This design comes from an exercise in tuning for small area, a short achievable clock period and few clock cycles on the open sky130 flow, not from production work.
Function was not checked in any run shown here: the RTL went through the layout flow alone.

==> flow/design.v (outline; a module is shown in full before it is edited, if it fits) <==
// module geofence: 1450 lines
// module geofence_fa: 6 lines
module geofence (clk, reset, X, Y, valid, is_inside);
  // ...
==> flow/run.sh <==
#!/bin/bash
# synth_recipe.tcl (not shown) runs the flow's synth.tcl, then flattens the netlist and writes it again
# the make line also repeats each setting of config.mk as NAME=value (left out here)
make -C /OpenROAD-flow-scripts/flow DESIGN_CONFIG=/design/flow/config.mk WORK_HOME=/design/flow/orfs CLKGATE_MAP_FILE= SYNTH_SCRIPT=/design/flow/synth_recipe.tcl finish
==> flow/config.mk <==
export PLATFORM = sky130hd
export DESIGN_NAME = geofence
export DESIGN_NICKNAME = geofence
export VERILOG_FILES = /design/flow/design.v
export SDC_FILE = /design/flow/constraint.sdc
export NUM_CORES = 4
export LEC_CHECK = 0
export CAP_MARGIN = 20
export CORE_MARGIN = 2
export CORE_UTILIZATION = 60
export SETUP_SLACK_MARGIN = 5
export SLEW_MARGIN = 20
export SYNTH_HIERARCHICAL = 1
export SYNTH_MINIMUM_KEEP_SIZE = 0
export TNS_END_PERCENT = 0
==> flow/constraint.sdc <==
create_clock -name core_clock -period 10.0 [get_ports {clk}]
set_input_delay 2.0000 -clock core_clock [delete_from_list [all_inputs] [get_ports {clk}]]
set_output_delay 2.0000 -clock core_clock [all_outputs]
set_load 0.01 [all_outputs]
==> flow_summary.toml, run 1 <==
[outcome]
status = "finished clean"

[worst_setup_path]
cp_top_family = "adder cells"
crit_buf_inv = 1
cp.arrival_ns = 6.02
crit_fanout = 23
cp_common_cell = "fa_1"

[finish]
areaGrowthSynthToFinish_pct = 12.02
signal_buffers = 126
final_area_um2 = 16160
finish.utilization_pct = 68.62

[grt]
globalRouteTotalUtil_pct = 29.56

[route]
dr_wl_met3_mm = 2.607
drt-met1-wl_mm = 13.81
wl_met2_mm = 17.86

[synthesis]
synthTopCellsByArea = "fa_1 45%, edfxtp_1 13%, nand2_1 10%"
synth.top_cell.area_share_pct = 44.97
synthCells = 1446
yosys_most_used_dff = "edfxtp_1"

[sta]
period_share_pct = 59.78
fin_crit_ns = 5.978
report.final.setup_viol = 0

[clock_network]
postCtsHoldBufs = 0
ctsLongestPathBuffers = 2

[hold_path]
hp-class = "register to register"
worstHoldEndpoint = "ph[0]"

[place]
pre_cts_slack_ns = 3.459
==> run 2: changes to the inputs <==
--- a/flow/design.v
+++ b/flow/design.v
@@ -1,24 +1,29 @@
 module geofence (clk, reset, X, Y, valid, is_inside);
 input clk;
 input reset;
 input [9:0] X;
 input [9:0] Y;
 output reg valid;
-output is_inside;
+output reg is_inside;
 reg [3:0] ph;
 reg [9:0] rx, ry;                  
 reg vxs, vys;                      
 reg [9:0] vxm, vym;                
-reg axs, ays, bxs, bys;            
-reg [9:0] axm, aym, bxm, bym;
+reg [21:0] ao, bo, vp;
+reg sa, sb;
+wire [21:0] ae = sa ? vp : ao;
+wire [21:0] be = sb ? vp : bo;
+wire axs = ae[21], ays = ae[20];
+wire [9:0] axm = ae[19:10], aym = ae[9:0];
+wire bxs = be[21], bys = be[20];
+wire [9:0] bxm = be[19:10], bym = be[9:0];
 reg deg;                           
 reg ins;                           
-assign is_inside = ins;            
 wire [10:0] dx = {1'b0, X} - {1'b0, rx};
 wire [10:0] dy = {1'b0, Y} - {1'b0, ry};
 wire [9:0] dxm = (dx[9:0] ^ {10{dx[10]}}) + {9'd0, dx[10]};
 wire [9:0] dym = (dy[9:0] ^ {10{dy[10]}}) + {9'd0, dy[10]};
 wire vxz = ~|vxm;
 wire vyz = ~|vym;
 wire vz = vxz & vyz;               
 wire a1 = axs ^ vys, a2 = ays ^ vxs;
@@ -1433,24 +1438,25 @@
     if (ph == 4'd0) begin
         rx <= X;
         ry <= Y;
     end
     vxs <= dx[10];
     vys <= dy[10];
     vxm <= dxm;
     vym <= dym;
-    if (first | new_a) begin
-        axs <= vxs; ays <= vys; axm <= vxm; aym <= vym;
-    end
-    if (first | new_b) begin
-        bxs <= vxs; bys <= vys; bxm <= vxm; bym <= vym;
-    end
+    ao <= ae;
+    bo <= be;
+    vp <= {vxs, vys, vxm, vym};
+    sa <= first | new_a;
+    sb <= first | new_b;
     deg <= first | (deg & ~new_a & ~new_b);
     ins <= ins_nx;
+    if (ph == 4'd7)
+        is_inside <= ins_nx;
 end
 endmodule
 module geofence_fa (a, b, c, s, co);
 input a, b, c;
 output s, co;
 assign s = a ^ b ^ c;
 assign co = (a & b) | (a & c) | (b & c);
 endmodule
==> flow_summary.toml, run 2 <==
[route]
routedWlPerCell_um = 20.22
drt-initial-drc-count = 760
routed_wl_mm = 37.04
drcViolationCount = 0
detail-route-antenna-nets = 0
first_pass_iters = 5
via_per_inst = 5.807
num_vias = 10640

[place]
dp_hpwl_mm = 27.93
gp_congestion = 0.8682
port-buffer-count = 23

[floorplan]
die_h_um = 162.4
core.rowCount = 57
core_um2 = 24460
ioPinCount = 24
dieArea_um2 = 26390
initial_utilization_pct = 61.58
die_x_um = 162.4

[synthesis]
mappedNetlistArea_um2 = 15060
postSynthAreaPerCell_um2 = 9.969
synth.net_count = 1926
yosysWarnings = 7
yosys-top-cells-count = "396 x nand2_1, 324 x fa_1, 165 x inv_1, 92 x dfxtp_1, 81 x clkbuf_1"
ys_seq_area_share_pct = 17.24
yosys_most_used_dff = "dfxtp_1"
synthTopCellsByArea = "fa_1 43%, dfxtp_1 12%, nand2_1 9.9%"
synth_edf_count = 21
yosysMostFrequentCell = "nand2_1"
synth.top_cell.area_share_pct = 43.06
synthCells = 1511
yosysTopAreaCell = "fa_1"
synthArstFlopShare_pct = 4.237
synth_seq_cells = 118
synth_cell_types = 76

[sta]
worst_slew_pin_slew_ns = 0.9997
slew_headroom_pct = 33.28
drv_slew = 0
hold_slack_ns = 0.4493
fin_setup_tns_ns = 0
period_share_pct = 57.89
grt_setup_unrepaired = "yes"
fin_crit_ns = 5.789
hold_viol = 0
report.final.setup_viol = 0
max_freq_mhz = 172.8
fin_worst_skew_ns = 0.01145

[worst_setup_path]
crit_fanout = 13
cp-start-kind = "register"
worstPathRequired_ns = 10.25
rr_endpoint = "is_inside"
r2r_slack_ns = 4.21
cp-endpoint = "is_inside"
end_kind = "register"
critPathKind = "register to register"
r2r-start = "sa"
worstSetupStartpoint = "sa"
worst-r2r-cell-count = 20
cp.arrival_ns = 6.03

[hold_path]
hp-class = "register to register"
hold_depth = 0

[grt]
use_met3_pct = 6.468
grt_max_degree = 23
grt_use_met1_pct = 42.04
grt-busiest-layer = "met2"
globalRouteTotalUtil_pct = 31.03
antenna_found_initial = 0
grt_pass1_vias = 11810
grt_overflow = 0
grt_util_met2_pct = 51.70
grt_pass1_wl_mm = 62.20

[clock_network]
path_clk_slew_ns = 0.06
ctsLongestPathBuffers = 2
cts.root.buffer_cell = "clkbuf_16"
cts.sink_count = 118
tritoncts = "yes"
htreeDepth = 4
clk_latency_ns = 0.42
cts_buffers = 17

[outcome]
status = "finished clean"

[finish]
drive_gt1_share_pct = 10.88
biggestRegsByFlops = "ao x22, bo x22, vp x22"
layout.nets = 1910
n_antenna_cell = 0
final_common_cell = "nand2_1"
layout_common_cells = "393 x nand2_1, 303 x fa_1, 162 x inv_1"
areaGrowthSynthToFinish_pct = 9.536

[flow_run]
cap_violations = 0
## run 2: cell count changes after synthesis, moves of 7 or more
cell | previous run | this run
edfxtp_1 | 64 | 21
mux2_2 | 0 | 37
o21ai_1 | 9 | 2
nand3_1 | 5 | 14
nor2_1 | 48 | 32
dfxtp_1 | 24 | 92
or4_1 | 7 | 0
## run 2: timing repair
item                       4_1_cts  5_1_grt
setup endpoints to repair        9       10
buffers inserted                 7        7
pin swaps                        3        2
hold buffers                     0        0
gates resized for setup         32        5
gates cloned                     1        0
## run 2: layout make-up
type                       instances  area, um^2
tap                              324       405.4
clock buffer                      19       442.9
timing repair buffer              53       509.2
multi-input combinational       1140       11680
clock inverter                    13       226.5
fill                            1971        7963
sequential                       118        2614
inverter                         165       619.3
## run 2: modules after synthesis (local to each module, per instance)
module / cell area, um^2 / cells / flops+latches / times used
geofence: 8617 / 1189 / 118 / 1
geofence_fa: 20.02 / 1 / 0 / 322
## run 2: metal layers
layer / routed length, um / vias up
met5: 0 / -
met4: 810 / 0
met3: 3234 / 54
met2: 18170 / 457
met1: 14830 / 5400
li1: - / 4727
## run 2: worst min path at each step
| stage | start | endpoint | slack, ns |
|---|---|---|---|
| 3_5_place_dp | vxs | vp[21] | 0.44 |
| 4_1_cts | vxs | vp[21] | 0.45 |
| 5_1_grt | vxs | vp[21] | 0.46 |
| 3_3_place_gp | vxs | vp[21] | 0.43 |
| 6_report | vxs | vp[21] | 0.45 |
| 2_1_floorplan | vxm[4] | vp[14] | 0.36 |
## run 2: kinds of logic (layout without fill, tap and decap cells)
family	Yosys count	after routing	synth area share (%)
flip-flops	118	118	17.24
adder cells (fa/ha/maj)	395	395	48.92
buffers and inverters	253	250	6.562
AO/OA/AOI/OAI	122	122	5.914
multiplexers	46	46	3.522
AND/OR/NAND/NOR	535	535	15.29
XOR/XNOR	42	42	2.542
## run 2: worst max-delay path, cell delays in order (launching register included)
cell and delay, ns:
dfxtp_4 0.39, buf_12 0.16, mux2_2 0.47, nand2_1 0.12, fa_1 0.43, fa_1 0.49
inv_1 0.06, fa_1 0.54, inv_1 0.05, fa_1 0.36, inv_1 0.09, fa_1 0.46
fa_1 0.46, a31oi_1 0.16, a2bb2oi_1 0.20, o2bb2ai_1 0.11, maj3_2 0.31, o21ai_2 0.17
a211o_1 0.19, nand2_2 0.10, o31ai_4 0.27
## run 2: through the flow
stage	cell area, um^2	std cells	utilization, %	setup WS [ns]
2_1_floorplan	15300	1511	-	4.378
6_report	16500	1832	67.45	4.211
4_1_cts	16430	1825	67.15	4.219
5_1_grt	16500	1832	67.45	3.976
3_5_place_dp	15550	1785	63.57	3.837
3_3_place_gp	15550	1785	63.57	3.898

-- port drivers added, routing unchanged --
The results above use ideal ports. As a check the final layouts listed here were re-extracted and re-timed, cells and wires unchanged.
Step 1 (the two cells are an assumption about what drives the block):
set clk [get_ports {clk}]
set_driving_cell -lib_cell sky130_fd_sc_hd__clkbuf_16 $clk
set_driving_cell -lib_cell sky130_fd_sc_hd__buf_2 [delete_from_list [all_inputs] $clk]
Step 2 adds t to the input delays and takes it off the output delays; t is the mean of the earliest and latest rising clock arrival at the registers after step 1. Input paths then give back, and output paths get back, about the clock's delay inside the block.
Three values: no drivers, after step 1, after step 2; two values: the first two.
run | shift t [ns] | slack for setup (ns) | latest minus earliest clock arrival (ns)
run 1 | 0.381 | 4.022 / 4.022 / 4.022 | 0.011 / 0.011
run 2 | 0.461 | 4.211 / 4.211 / 4.018 | 0.013 / 0.013
After both steps every run listed still meets setup and hold. For run 2, which loses most, drivers alone change the setup slack by 0.000 ns; drivers and shift together by -0.193 ns.
